This is an optimization exercise on Yosys and OpenROAD, whose aim is small area, not a production implementation.
Function was checked by simulation only, so behaviour that the tests miss may differ from the original.
Power figures rest on the tool's default switching activity, not on a simulated workload.

[design/flow/constraint.sdc]
create_clock -name core_clock -period 10.0 [get_ports {I_CLK_PIXEL}]
set_input_delay 2.0000 -clock core_clock [delete_from_list [all_inputs] [get_ports {I_CLK_PIXEL}]]
set_output_delay 2.0000 -clock core_clock [all_outputs]
set_load 0.01 [all_outputs]
[design/flow/design.v]
module  hdmi_delay_line
  #(parameter G_WIDTH = 40, G_DEPTH = 11)
   (
    input                i_clk,
    input [G_WIDTH-1:0]  i_d,
    output [G_WIDTH-1:0] o_q
    );
   reg [0:G_DEPTH-1][G_WIDTH-1:0] q_pipe;
   always @(posedge i_clk) begin
      q_pipe   <= { i_d, q_pipe[0 : G_DEPTH-2] };
   end
   assign o_q = q_pipe[G_DEPTH-1];
endmodule
module encoder
(
 input CLK,
 input [7:0] DATA,
 input [1:0] C,
 input VDE,    
 input ADE,    
 input [3:0] AUX,
 output reg [9:0] ENCODED
 );
   wire [8:0]     xored;
   wire [8:0]     xnored;
   wire [3:0]     ones;
   reg [8:0]      data_word;
   reg [8:0]      data_word_inv;
   wire [3:0]     data_word_disparity;
   reg [3:0]      dc_bias;
   assign xored[0] = DATA[0];
   assign xored[1] = DATA[1] ^ xored[0];
   assign xored[2] = DATA[2] ^ xored[1];
   assign xored[3] = DATA[3] ^ xored[2];
   assign xored[4] = DATA[4] ^ xored[3];
   assign xored[5] = DATA[5] ^ xored[4];
   assign xored[6] = DATA[6] ^ xored[5];
   assign xored[7] = DATA[7] ^ xored[6];
   assign xored[8] = 1'b1;
   assign xnored[0] = DATA[0];
   assign xnored[1] = DATA[1] ~^ xnored[0];
   assign xnored[2] = DATA[2] ~^ xnored[1];
   assign xnored[3] = DATA[3] ~^ xnored[2];
   assign xnored[4] = DATA[4] ~^ xnored[3];
   assign xnored[5] = DATA[5] ~^ xnored[4];
   assign xnored[6] = DATA[6] ~^ xnored[5];
   assign xnored[7] = DATA[7] ~^ xnored[6];
   assign xnored[8] = 1'b0;
   assign ones = 4'b0 + DATA[0] + DATA[1] + DATA[2] + DATA[3] + DATA[4] + DATA[5] + DATA[6] + DATA[7];
   always @(ones, DATA[0], xnored, xored) begin
      if (ones > 4 || (ones == 4 && !DATA[0])) begin
         data_word     = xnored;
         data_word_inv = ~xnored;
      end else begin
         data_word     = xored;
         data_word_inv = ~xored;
      end
   end
   assign data_word_disparity = 4'b1100 + data_word[0] + data_word[1] + data_word[2] + data_word[3] + data_word[4] + data_word[5] + data_word[6] + data_word[7];
   always @(posedge CLK) begin
      if (VDE) begin
         if (dc_bias == 0 || data_word_disparity == 0) begin
            if (data_word[8]) begin
               ENCODED <= {2'b01, data_word[7:0]};
               dc_bias <= dc_bias + data_word_disparity;
            end else begin
               ENCODED <= {2'b10, data_word_inv[7:0]};
               dc_bias <= dc_bias - data_word_disparity;
            end
         end else if ((!dc_bias[3] && !data_word_disparity[3]) || (dc_bias[3] && data_word_disparity[3])) begin
            ENCODED <= {1'b1, data_word[8], data_word_inv[7:0]};
            dc_bias <= dc_bias + data_word[8] - data_word_disparity;
         end else begin
            ENCODED <= {1'b0, data_word};
            dc_bias <= dc_bias - data_word_inv[8] + data_word_disparity;
         end
      end else if (ADE) begin
         case (AUX)
           4'b0000 : ENCODED <= 10'b1010011100;
           4'b0001 : ENCODED <= 10'b1001100011;
           4'b0010 : ENCODED <= 10'b1011100100;
           4'b0011 : ENCODED <= 10'b1011100010;
           4'b0100 : ENCODED <= 10'b0101110001;
           4'b0101 : ENCODED <= 10'b0100011110;
           4'b0110 : ENCODED <= 10'b0110001110;
           4'b0111 : ENCODED <= 10'b0100111100;
           4'b1000 : ENCODED <= 10'b1011001100;
           4'b1001 : ENCODED <= 10'b0100111001;
           4'b1010 : ENCODED <= 10'b0110011100;
           4'b1011 : ENCODED <= 10'b1011000110;
           4'b1100 : ENCODED <= 10'b1010001110;
           4'b1101 : ENCODED <= 10'b1001110001;
           4'b1110 : ENCODED <= 10'b0101100011;
           default : ENCODED <= 10'b1011000011;
         endcase
      end else begin
         case (C)
           2'b00   : ENCODED <= 10'b1101010100;
           2'b01   : ENCODED <= 10'b0010101011;
           2'b10   : ENCODED <= 10'b0101010100;
           default : ENCODED <= 10'b1010101011;
         endcase
         dc_bias <= 0;
      end
   end
endmodule
module hdmidataencoder
#(parameter FREQ=27000000, FS=48000, CTS=27000, N=6144)
(
   input          i_pixclk,
   input          i_reset,
   input          i_hSync,
   input          i_vSync,
   input          i_blank,
   input          i_audio_enable,
   input          i_aspect_169,
   input [15:0]   i_audioL,
   input [15:0]   i_audioR,
   output [3:0]   o_d0,
   output [3:0]   o_d1,
   output [3:0]   o_d2,
   output         o_data
);
localparam [16:0] CTS_ = CTS;                      
localparam [16:0] AUDIO_TIMER_ADDITION = FS/1000;  
localparam [16:0] AUDIO_TIMER_LIMIT = FREQ/1000;   
localparam [191:0] channelStatus = (FS == 48000)?192'hc202004004:(FS == 44100)?192'hc200004004:192'hc203004004;
localparam [55:0] audioRegenPacket = {N[7:0], N[15:8], 8'h00, CTS[7:0], CTS[15:8], 16'h0000};
reg [23:0] audioPacketHeader;
reg [55:0] audioSubPacket0, audioSubPacket1, audioSubPacket2, audioSubPacket3;
reg [55:0] audioSample;
reg [7:0] channelStatusIdx;
reg [16:0] audioTimer;
reg [16:0] ctsTimer;
reg [1:0] samplesHead;
reg [3:0] dataChannel0;
reg [3:0] dataChannel1;
reg [3:0] dataChannel2;
reg [23:0] packetHeader;
reg [55:0] subpacket0, subpacket1, subpacket2, subpacket3;
reg [7:0] bchHdr;
reg [7:0] bchCode0, bchCode1, bchCode2, bchCode3;
reg [4:0] dataOffset;
reg tercData;
reg [15:0] audioRAvg;
reg [15:0] audioLAvg;
reg [15:0] counterX;
reg firstHSyncChange;
reg oddLine;
reg prevHSync;
reg prevBlank;
reg allowGeneration;
reg [3:0] dataChannel0_q;
reg [3:0] dataChannel1_q;
reg [3:0] dataChannel2_q;
reg tercData_q;
reg [23:0] pkH;
reg [55:0] pkD0, pkD1, pkD2, pkD3;
reg [8:0] ecc1;
reg [9:0] ecc2;
function [7:0] ECCcode;  
   input [7:0] code;
   input bita;
   input passthroughData;
   begin
      ECCcode = {code[6:0], 1'b0} ^ (((code[7] ^ bita) && passthroughData) ? 8'hC1 : 8'h00);
   end
endfunction
function [8:0] ECCu;
   input [7:0] code;
   input bita;
   input passthroughData;
   begin
      ECCu = {passthroughData?bita:code[7], ECCcode(code, bita, passthroughData)};
   end
endfunction
function [9:0] ECC2u;
   input [7:0] code;
   input bita;
   input bitb;
   input passthroughData;
   begin
      ECC2u = {passthroughData?bita:code[7],
               passthroughData?bitb:(code[6]^(((code[7]^bita) && passthroughData)?1'b1:1'b0)),
               ECCcode(ECCcode(code, bita, passthroughData), bitb, passthroughData)};
   end
endfunction
task SendPacket;
   input firstPacket;
begin
   dataChannel0[0]=i_hSync;
   dataChannel0[1]=i_vSync;
   dataChannel0[3]=(!firstPacket || dataOffset)?1'b1:1'b0;
   ecc1=ECCu(bchHdr, pkH[0], dataOffset<24?1'b1:1'b0);
   dataChannel0[2]=ecc1[8]; bchHdr=ecc1[7:0];
   ecc2=ECC2u(bchCode0, pkD0[0], pkD0[1], dataOffset<28?1'b1:1'b0);
   dataChannel1[0]=ecc2[9]; dataChannel2[0]=ecc2[8]; bchCode0=ecc2[7:0];
   ecc2=ECC2u(bchCode1, pkD1[0], pkD1[1], dataOffset<28?1'b1:1'b0);
   dataChannel1[1]=ecc2[9]; dataChannel2[1]=ecc2[8]; bchCode1=ecc2[7:0];
   ecc2=ECC2u(bchCode2, pkD2[0], pkD2[1], dataOffset<28?1'b1:1'b0);
   dataChannel1[2]=ecc2[9]; dataChannel2[2]=ecc2[8]; bchCode2=ecc2[7:0];
   ecc2=ECC2u(bchCode3, pkD3[0], pkD3[1], dataOffset<28?1'b1:1'b0);
   dataChannel1[3]=ecc2[9]; dataChannel2[3]=ecc2[8]; bchCode3=ecc2[7:0];
   pkH=pkH[23:1];
   pkD0=pkD0[55:2];
   pkD1=pkD1[55:2];
   pkD2=pkD2[55:2];
   pkD3=pkD3[55:2];
   dataOffset=dataOffset+5'b1;
end
endtask
task InfoGen;
begin
   if (ctsTimer >= CTS_) begin
      packetHeader=24'h000001;   
      subpacket0=audioRegenPacket;
      subpacket1=audioRegenPacket;
      subpacket2=audioRegenPacket;
      subpacket3=audioRegenPacket;
      ctsTimer = ctsTimer - CTS_ + 1'b1;
   end else begin
      if (!oddLine) begin
         packetHeader=24'h0D0282;   
         if (i_aspect_169) begin
            subpacket0=56'h000000002A1035;
         end else begin
            subpacket0=56'h00000000191046;
         end
         subpacket1=56'h00000000000000;
      end else begin
         packetHeader=24'h0A0184;   
         subpacket0=56'h00000000001160;
         subpacket1=56'h00000000000000;
      end
      subpacket2=56'h00000000000000;
      subpacket3=56'h00000000000000;
   end
end
endtask
task AproximateAudio;
begin
   audioLAvg = i_audioL;
   audioRAvg = i_audioR;
end
endtask
task AudioGen;
begin
   if (!( allowGeneration && counterX >= 32 && counterX < 64)) begin
      if (audioTimer>=AUDIO_TIMER_LIMIT) begin
         audioTimer=audioTimer-AUDIO_TIMER_LIMIT+AUDIO_TIMER_ADDITION;
         audioPacketHeader=audioPacketHeader|24'h000002|((channelStatusIdx==0?24'h100100:24'h000100)<<samplesHead);
         audioSample=((audioLAvg<<8)|(audioRAvg<<32)
                        |((^audioLAvg)?56'h08000000000000:56'h0)   
                        |((^audioRAvg)?56'h80000000000000:56'h0))  
                        ^(channelStatus[channelStatusIdx]?56'hCC000000000000:56'h0);
         case (samplesHead)
            2'd0: audioSubPacket0=audioSample;
            2'd1: audioSubPacket1=audioSample;
            2'd2: audioSubPacket2=audioSample;
            default: audioSubPacket3=audioSample;
         endcase  
         if (channelStatusIdx<191)
            channelStatusIdx=channelStatusIdx+8'd1;
         else
            channelStatusIdx=0;
         samplesHead=samplesHead+2'd1;
      end else begin
         audioTimer=audioTimer+AUDIO_TIMER_ADDITION;
         AproximateAudio();
      end
   end else begin
      audioTimer=audioTimer+AUDIO_TIMER_ADDITION;
      AproximateAudio();
      samplesHead=0;
   end
end
endtask
task SendPackets;
begin
   if (counterX<32) begin
      tercData=1;
      pkH=packetHeader; pkD0=subpacket0; pkD1=subpacket1; pkD2=subpacket2; pkD3=subpacket3;
      SendPacket(1);
      packetHeader=pkH; subpacket0=pkD0; subpacket1=pkD1; subpacket2=pkD2; subpacket3=pkD3;
   end else if (counterX<64)  begin
      pkH=audioPacketHeader; pkD0=audioSubPacket0; pkD1=audioSubPacket1; pkD2=audioSubPacket2; pkD3=audioSubPacket3;
      SendPacket(0);
      audioPacketHeader=pkH; audioSubPacket0=pkD0; audioSubPacket1=pkD1; audioSubPacket2=pkD2; audioSubPacket3=pkD3;
   end else begin
      tercData=0;
   end
end
endtask
always @(posedge i_pixclk)
if (i_reset) begin
   audioPacketHeader=0;
   audioSubPacket0=0;
   audioSubPacket1=0;
   audioSubPacket2=0;
   audioSubPacket3=0;
   channelStatusIdx=0;
   audioTimer=0;
   samplesHead=0;
   ctsTimer=0;
   dataChannel0_q<=0;
   dataChannel1_q<=0;
   dataChannel2_q<=0;
   tercData_q<=0;
   packetHeader=0;
   subpacket0=0;
   subpacket1=0;
   subpacket2=0;
   subpacket3=0;
   bchHdr=0;
   bchCode0=0;
   bchCode1=0;
   bchCode2=0;
   bchCode3=0;
   dataOffset=0;
   oddLine<=0;
   counterX<=0;
   prevHSync<=0;
   prevBlank<=0;
   firstHSyncChange<=0;
   allowGeneration<=0;
   audioRAvg=0;
   audioLAvg=0;
end else begin
   dataChannel0 = dataChannel0_q;
   dataChannel1 = dataChannel1_q;
   dataChannel2 = dataChannel2_q;
   tercData = tercData_q;
   AudioGen();
   if(allowGeneration) begin
      SendPackets();
   end else begin
      tercData=0;
   end
   ctsTimer = ctsTimer + 1'b1;
   if((prevBlank == 0) && (i_blank == 1))
      firstHSyncChange <= 1;
   if((prevBlank == 1) && (i_blank == 0))
      allowGeneration <= 0;
   if(prevHSync != i_hSync) begin
      if(firstHSyncChange) begin
         InfoGen();
         oddLine <= ! oddLine;
         counterX  <= 0;
         allowGeneration <= i_audio_enable;
      end else begin
         counterX  <= counterX + 1'b1;
      end
      firstHSyncChange <= !firstHSyncChange;
   end else
      counterX  <= counterX + 1'b1;
   prevBlank <= i_blank;
   prevHSync <= i_hSync;
   dataChannel0_q <= dataChannel0;
   dataChannel1_q <= dataChannel1;
   dataChannel2_q <= dataChannel2;
   tercData_q <= tercData;
end
assign o_d0 = dataChannel0_q;
assign o_d1 = dataChannel1_q;
assign o_d2 = dataChannel2_q;
assign o_data = tercData_q;
endmodule
module hdmi
#(parameter FREQ=25200000, FS=48000, CTS=25200, N=6144)
 (
   input        I_CLK_PIXEL,
   input        I_RESET,      
   input [7:0]  I_R,
   input [7:0]  I_G,
   input [7:0]  I_B,
   input        I_BLANK,
   input        I_HSYNC,
   input        I_VSYNC,
   input        I_ASPECT_169,
   input        I_AUDIO_ENABLE,
   input [15:0] I_AUDIO_PCM_L,
   input [15:0] I_AUDIO_PCM_R,
   output [9:0] O_RED,    
   output [9:0] O_GREEN,  
   output [9:0] O_BLUE    
);
   wire [9:0]   red;
   wire [9:0]   green;
   wire [9:0]   blue;
   wire [9:0]   enc0out;
   wire [9:0]   enc1out;
   wire [9:0]   enc2out;
   wire [29:0]  tx_in;
   wire [3:0]   tmds_d;
   wire         data;
   wire [3:0]   dataPacket0;
   wire [3:0]   dataPacket1;
   wire [3:0]   dataPacket2;
   wire [39:0]  delayLineIn;
   wire [39:0]  delayLineOut;
   wire [7:0]   ROut;
   wire [7:0]   GOut;
   wire [7:0]   BOut;
   wire         hSyncOut;
   wire         vSyncOut;
   wire         vdeOut;
   wire         dataOut;
   wire [1:0]   vhSyncOut;
   reg          prevBlank;
   reg          prevData;
   wire [3:0]   dataPacket0Out;
   wire [3:0]   dataPacket1Out;
   wire [3:0]   dataPacket2Out;
   reg          ctl0;
   reg          ctl1;
   reg          ctl2;
   reg          ctl3;
   wire [1:0]   ctl_10;
   wire [1:0]   ctl_32;
   reg [2:0]    state;
   reg [10:0]   clockCounter;
   assign delayLineIn[39:32] = I_R;
   assign delayLineIn[31:24] = I_G;
   assign delayLineIn[23:16] = I_B;
   assign delayLineIn[15] = I_HSYNC;
   assign delayLineIn[14] = I_VSYNC;
   assign delayLineIn[13] = !I_BLANK;
   assign delayLineIn[12] = data;
   assign delayLineIn[11:8] = dataPacket0;
   assign delayLineIn[7:4] = dataPacket1;
   assign delayLineIn[3:0] = dataPacket2;
   assign ROut = delayLineOut[39:32];
   assign GOut = delayLineOut[31:24];
   assign BOut = delayLineOut[23:16];
   assign hSyncOut = delayLineOut[15];
   assign vSyncOut = delayLineOut[14];
   assign vdeOut = delayLineOut[13];
   assign dataOut = delayLineOut[12];
   assign dataPacket0Out = delayLineOut[11:8];
   assign dataPacket1Out = delayLineOut[7:4];
   assign dataPacket2Out = delayLineOut[3:0];
   assign vhSyncOut = {vSyncOut , hSyncOut};
   assign ctl_10 = {ctl1, ctl0};
   assign ctl_32 = {ctl3, ctl2};
   always @(posedge I_CLK_PIXEL) begin
      if (I_RESET) begin
         state <= 3'b000;
         clockCounter <= 0;
         ctl0 <= 1'b0;
         ctl1 <= 1'b0;
         ctl2 <= 1'b0;
         ctl3 <= 1'b0;
      end else if (!prevBlank  && I_BLANK) begin
         state <= 3'b000;
         clockCounter <= 0;
      end else begin
         case (state)
            3'b000:
               if (!prevData && data) begin       
                  state <= 3'b100;
                  ctl0 <= 1'b1;
                  ctl1 <= 1'b0;
                  ctl2 <= 1'b1;
                  ctl3 <= 1'b0;
                  clockCounter <= 0;
               end else if (prevBlank && !I_BLANK) begin  
                  state <= 3'b010;
                  ctl0 <= 1'b1;
                  ctl1 <= 1'b0;
                  ctl2 <= 1'b0;
                  ctl3 <= 1'b0;
                  clockCounter <= 0;
               end
            3'b100:                     
               if (clockCounter == 8) begin
                  state <= 3'b101;
                  ctl0 <= 1'b0;
                  ctl1 <= 1'b0;
                  ctl2 <= 1'b0;
                  ctl3 <= 1'b0;
                  clockCounter <= 0;
               end else begin
                  clockCounter <= clockCounter + 1'b1;
               end
            3'b101:                     
               if (clockCounter == 1) begin
                  state <= 3'b111;
                  clockCounter <= 0;
               end else begin
                  clockCounter <= clockCounter + 1'b1;
               end
            3'b111:
               if (clockCounter == 11) begin                   
                  state <= 3'b110;
                  clockCounter <= 0;
               end else if (prevBlank && !I_BLANK) begin  
                  state <= 3'b010;
                  ctl0 <= 1'b1;
                  ctl1 <= 1'b0;
                  ctl2 <= 1'b0;
                  ctl3 <= 1'b0;
                  clockCounter <= 0;
               end else if (!data) begin                          
                  clockCounter <= clockCounter + 1'b1;
               end
            3'b110:                    
               if (clockCounter == 1) begin
                  state <= 3'b000;
                  clockCounter <= 0;
               end else begin
                  clockCounter <= clockCounter + 1'b1;
               end
            3'b010:                      
               if (clockCounter == 8)  begin
                  state <= 3'b011;
                  ctl0 <= 1'b0;
                  ctl1 <= 1'b0;
                  ctl2 <= 1'b0;
                  ctl3 <= 1'b0;
                  clockCounter <= 0;
               end else begin
                  clockCounter <= clockCounter + 1'b1;
               end
            3'b011:                     
               if (clockCounter == 1)  begin
                  state <= 3'b001;
                  clockCounter <= 0;
               end else begin
                  clockCounter <= clockCounter + 1'b1;
               end
            3'b001:
               if (clockCounter == 11)  begin                  
                  state <= 3'b000;
                  clockCounter <= 0;
               end else if (I_BLANK) begin                          
                  clockCounter <= clockCounter + 1'b1;
               end
         endcase
      end
      prevBlank <= I_RESET ? 1'b0 : I_BLANK;
      prevData <= I_RESET ? 1'b0 : data;
   end
   assign blue =  ((state == 3'b101 || state == 3'b110) && vhSyncOut == 2'b00) ? 10'b1010001110 :
                  ((state == 3'b101 || state == 3'b110) && vhSyncOut == 2'b01) ? 10'b1001110001 :
                  ((state == 3'b101 || state == 3'b110) && vhSyncOut == 2'b10) ? 10'b0101100011 :
                  ((state == 3'b101 || state == 3'b110) && vhSyncOut == 2'b11) ? 10'b1011000011 :
                  (state == 3'b011)                                                          ? 10'b1011001100 : enc0out;
   assign green = (state == 3'b011                                 ) ? 10'b0100110011 :
                  (state == 3'b101 || state == 3'b110) ? 10'b0100110011 : enc1out;
   assign red =   (state == 3'b011                                 ) ? 10'b1011001100 :
                  (state == 3'b101 || state == 3'b110) ? 10'b0100110011 : enc2out;
   hdmi_delay_line delay_line
     (
      .i_clk(I_CLK_PIXEL),
      .i_d(delayLineIn),
      .o_q(delayLineOut)
      );
   hdmidataencoder
     #(
       .FREQ(FREQ),
       .FS(FS),
       .CTS(CTS),
       .N(N)
       )
   dataencoder
     (
      .i_pixclk    (I_CLK_PIXEL),
      .i_reset     (I_RESET),
      .i_aspect_169 (I_ASPECT_169),
      .i_blank     (I_BLANK),
      .i_hSync     (I_HSYNC),
      .i_vSync     (I_VSYNC),
      .i_audio_enable  (I_AUDIO_ENABLE),
      .i_audioL    (I_AUDIO_PCM_L),
      .i_audioR    (I_AUDIO_PCM_R),
      .o_d0        (dataPacket0),
      .o_d1        (dataPacket1),
      .o_d2        (dataPacket2),
      .o_data      (data)
      );
   encoder enc0
     (
      .CLK      (I_CLK_PIXEL),
      .DATA     (BOut),
      .C        (vhSyncOut),
      .VDE      (vdeOut),
      .ADE      (dataOut),
      .AUX      (dataPacket0Out),
      .ENCODED  (enc0out)
     );
   encoder enc1
     (
     .CLK      (I_CLK_PIXEL),
     .DATA     (GOut),
     .C        (ctl_10),
     .VDE      (vdeOut),
     .ADE      (dataOut),
     .AUX      (dataPacket1Out),
     .ENCODED  (enc1out)
      );
   encoder enc2
     (
      .CLK     (I_CLK_PIXEL),
      .DATA    (ROut),
      .C       (ctl_32),
      .VDE     (vdeOut),
      .ADE     (dataOut),
      .AUX     (dataPacket2Out),
      .ENCODED (enc2out)
      );
assign O_RED   = red;
assign O_GREEN = green;
assign O_BLUE  = blue;
endmodule
[design/flow/run.sh]
#!/bin/bash
# synth_recipe.tcl (not shown) runs the flow's synth.tcl, then flattens the netlist and writes it again
# the make line also repeats each setting of config.mk as NAME=value (left out here)
make -C /OpenROAD-flow-scripts/flow DESIGN_CONFIG=/design/flow/config.mk WORK_HOME=/design/flow/orfs CLKGATE_MAP_FILE= SYNTH_SCRIPT=/design/flow/synth_recipe.tcl finish
[design/flow/config.mk]
export PLATFORM = sky130hd
export DESIGN_NAME = hdmi
export DESIGN_NICKNAME = hdmi
export VERILOG_FILES = /design/flow/design.v
export SDC_FILE = /design/flow/constraint.sdc
export NUM_CORES = 4
export LEC_CHECK = 0
export CAP_MARGIN = 20
export CORE_MARGIN = 2
export CORE_UTILIZATION = 30
export SLEW_MARGIN = 20
==> metrics.md <==
| Metric | Value |
|---|---|
| Outcome | `no timing/DRC/antenna violations` |
| Critical path endpoint category | `register` |
| Delay-heaviest family, CP | `adder cells` |
| TritonRoute pass-1 iters | `6` |
| Max VDD drop | `0.535 mV` |
| Die height | `379 µm` |
| Fillers | `13,992` |
| Drt drc | `0` |
| Hpwl dp | `51,800 µm` |
| LEAKAGE | `19.1 nW` |
| Hold Fails Final Rpt | `0` |
| Worst-path fanout max | `10` |
| First-pass GRT wire length | `138,000 µm` |
| Crit Path Class | `reg -> reg` |
| Crit path DAT | `8.89 ns` |
| Met3 Use GR | `0.0219` |
| Initial antenna violation count | `1` |
| HP Class | `reg -> reg` |
| Die X | `379 µm` |
| Nets | `4,472` |
| Met1 GRT Util | `0.154` |
| Initial Util | `0.302` |
| P per Cell Area | `303 nW/µm²` |
| Overflow after GRT | `0` |
| Seq cells post-synth | `1,166` |
| Fmax | `0.118 GHz` |
| MaxCap Viol Count | `0` |
| Area of the multi-input gates | `17,300 µm²` |
| Vias/cell | `4.63` |
| Max clock buf depth | `3` |
| Buffers on Ports | `92` |
| Final period utilization | `0.847` |
| Cts bufs inserted | `116` |
| Vias in the first global route | `27,245` |
| Via count | `28,860` |
| Synth Area per Inst | `9.84 µm²` |
| Setup Buffers After CTS | `0` |
| Async SR Flop Fraction | `0` |
| Worst-Margin Slew | `1.10 ns` |
| Final Max Tran Viols | `0` |
| Final instance area | `48,700 µm²` |
| Worst setup SP type | `register` |
| CP bufs+invs | `6` |
| Met2 Resource Use GR | `0.184` |
| Critical Path RT | `10.42 ns` |
| Area Growth Syn to Fin | `15.5%` |
| Root Buffer Master | `clkbuf_16` |
| Yosys warning total | `4` |
| CTS Hold Bufs | `0` |
| Worst-skew pair later-pin latency | `0.73 ns` |
| Setup Skew | `0.0436 ns` |
| Sum Neg Setup Slack | `0 ns` |
| Top cell by count, worst path | `fa_1` |
| Clock Sinks | `1,166` |
| Antenna Violating Nets Remaining | `0` |
| WL per Instance | `13.4 µm` |
| # rows | `137` |
| Worst path max stage delay | `0.73 ns` |
| Post-Syn Area | `42,200 µm²` |
| Post-synth cell types | `94` |
| Post-synth EDFFs | `12` |
| Htree depth | `3` |
| Core box area | `140,000 µm²` |
| Max transition margin | `0.267` |
| Largest net degree at the start of global routing | `190` |
| Ports | `93` |
| GP Congestion | `0.779` |
| TritonCTS clock tree | `yes` |
| Top Usage Layer GRT | `met2` |
| Crit path time final | `8.47 ns` |
| GRT Total Usage | `0.115` |
| Synth Net Count | `4,495` |
| Quantity of gates resized following cts | `0` |
| Dpl cell area | `44,700 µm²` |
| Setup-failing EPs final | `0` |
| Total wire length | `83,800 µm` |
| Layout cells sized above 1 | `0.0663` |
| Top FF cell, synth | `dfxtp_1` |
| Clock transition at path regs | `0.06 ns` |
| Die area | `144,000 µm²` |
| Sequential share of the synthesized area | `0.556` |
| Sequential cell area | `23,500 µm²` |
| Slowest cell on the critical path | `xnor2_1` |
| Unrepaired setup endpoints after global routing | `no` |
| First DRT Iteration DRCs | `1,765` |
| Synth Instances | `4,289` |
==> report_power, final <==
part,internal (mW),switching [mW]
clock,2.62,1.86
combinational,2.39,2.90
sequential,4.90,0.119
total,9.90,4.88
==> path summary, 6_finish.rpt <==
| check | start | endpoint | slack [ns] | depth (start not counted) |
|---|---|---|---|---|
| setup / recovery | delay_line.q_pipe[32]$_DFF_P_ | enc2.dc_bias[3]$_SDFFCE_PN0P_ | 1.53 | 28 |
| hold / removal | delay_line.q_pipe[57]$_DFF_P_ | delay_line.q_pipe[17]$_DFF_P_ | 0.29 | 0 |
| setup reg to reg | delay_line.q_pipe[32]$_DFF_P_ | enc2.dc_bias[3]$_SDFFCE_PN0P_ | 1.53 | 28 |
| hold reg to reg | delay_line.q_pipe[57]$_DFF_P_ | delay_line.q_pipe[17]$_DFF_P_ | 0.29 | 0 |
==> area by class of cell <==
type                       count  share of cell area
timing repair buffer         121              0.0240
clock buffer                 153              0.0667
clock inverter                60              0.0158
antenna                        1           0.0000513
sequential                  1166               0.481
multi-input combinational   2733               0.354
tap                         1876              0.0482
inverter                     128             0.00986
==> logic make-up after synthesis <==
logic type,synth area share
xor gates and xnor gates,0.0442
and+or+nand+nor,0.124
AOI/OAI and AO/OA,0.139
muxes,0.0505
DFF,0.556
buffers and inverters,0.0372
adders and majority gates,0.0493
==> routing by layer <==
metal / share of wire / wire (µm)
met2: 0.45 / 37800
met5: 0 / 0
met4: 0.026 / 2180
met1: 0.48 / 40500
met3: 0.040 / 3320
==> cells in the mapped netlist (6+ instances only) <==
library cell	n	area [µm²]
and2_1	15	93.8
nand3_1	28	140
o22ai_1	139	870
nand4_1	21	131
mux2i_1	206	2060
nand2_1	664	2490
dfxtp_1	1154	23100
nor4_1	9	56.3
clkbuf_1	184	691
and3_1	34	213
o21a_1	11	82.6
xor2_1	76	666
nor2_1	291	1090
ha_1	107	1340
nor2b_1	19	119
inv_1	125	469
a221oi_1	9	78.8
nand2b_1	6	37.5
a21oi_1	385	1930
o21ai_0	115	576
o31ai_1	9	67.6
buf_1	6	22.5
a22o_1	16	140
o211ai_1	12	90.1
o21ai_1	24	120
or3_1	22	138
a22oi_1	79	593
edfxtp_1	12	360
buf_2	68	340
or2_2	16	100
a211oi_1	44	330
a31oi_1	23	144
a311oi_1	15	131
fa_1	36	721
a21o_1	10	75.1
xnor2_1	135	1180
nor3b_1	14	105
nor3_1	30	150
o2bb2ai_1	6	52.6
o211a_1	6	60.1
==> metrics by stage <==
| step | power [mW] | setup slack, ns | cells | util | hold slack (ns) |
|---|---|---|---|---|---|
| after CTS | 15.0 | 1.29 | 6235 | 0.349 | 0.291 |
| after global routing | 15.9 | 0.951 | 6237 | 0.349 | 0.289 |
| after detailed placement | 10.4 | 1.34 | 6022 | 0.320 | 0.312 |
| after global placement | 10.2 | 1.52 | 6022 | 0.320 | 0.310 |
| final | 14.8 | 1.53 | 6238 | 0.349 | 0.287 |
| after floorplan | 9.29 | 2.14 | 4289 | - | 0.310 |
==> sequential cells by signal, summed over array words and instances (netlist names), 24 cells and up, named ones only <==
register,flops
dataencoder.packetHeader,24
dataencoder.subpacket2,56
dataencoder.subpacket1,56
dataencoder.audioSubPacket3,56
dataencoder.audioSubPacket1,56
dataencoder.subpacket0,56
dataencoder.audioSubPacket2,56
delay_line.q_pipe,428
dataencoder.subpacket3,56
dataencoder.audioPacketHeader,24
dataencoder.audioSubPacket0,56
==> worst reg2reg max path: cells and delay by family, from the launching register on <==
kind                       cells  cell delay, ns
AOI/OAI and AO/OA              4            0.78
xor gates and xnor gates       5            1.42
adders and majority gates     11            4.53
buffers and inverters          6            0.46
DFF                            1            0.37
muxes                          1            0.36
and+or+nand+nor                1            0.27
==> layout by cell type, fill, tap and decap left out, types with 91 or more instances in the layout <==
cell / instances
dfxtp_1: 1154
o22ai_1: 139
mux2i_1: 206
o21ai_0: 115
inv_1: 125
clkdlybuf4s50_1: 91
nand2_1: 660
xnor2_1: 135
a21oi_1: 384
ha_1: 107
nor2_1: 291
clkbuf_16: 117

==> static timing again, ports no longer ideal <==
The results above use ideal ports. As a check the final layout listed here was re-extracted and re-timed, cells and wires unchanged. Step 1: set_driving_cell puts a clkbuf_16 on I_CLK_PIXEL and a buf_2 on each other input, an assumption about the parent block. Step 2 also shifts input and output timing later by t, the mid clock arrival at the registers, as if the neighbouring blocks saw the same clock. a / b / c = ideal / step 1 / step 2; a / b = the first two.
t, ns: 0.780
setup slack, ns: 1.528 / 1.528 / 1.528
hold slack, ns: 0.287 / 0.287 / 0.287
worst setup path after step 2: register to register
pins driven straight from the clock port: 1
After both steps this run still meets setup and hold. The setup slack of this run moves by 0.000 ns with the drivers and by 0.000 ns with both steps.
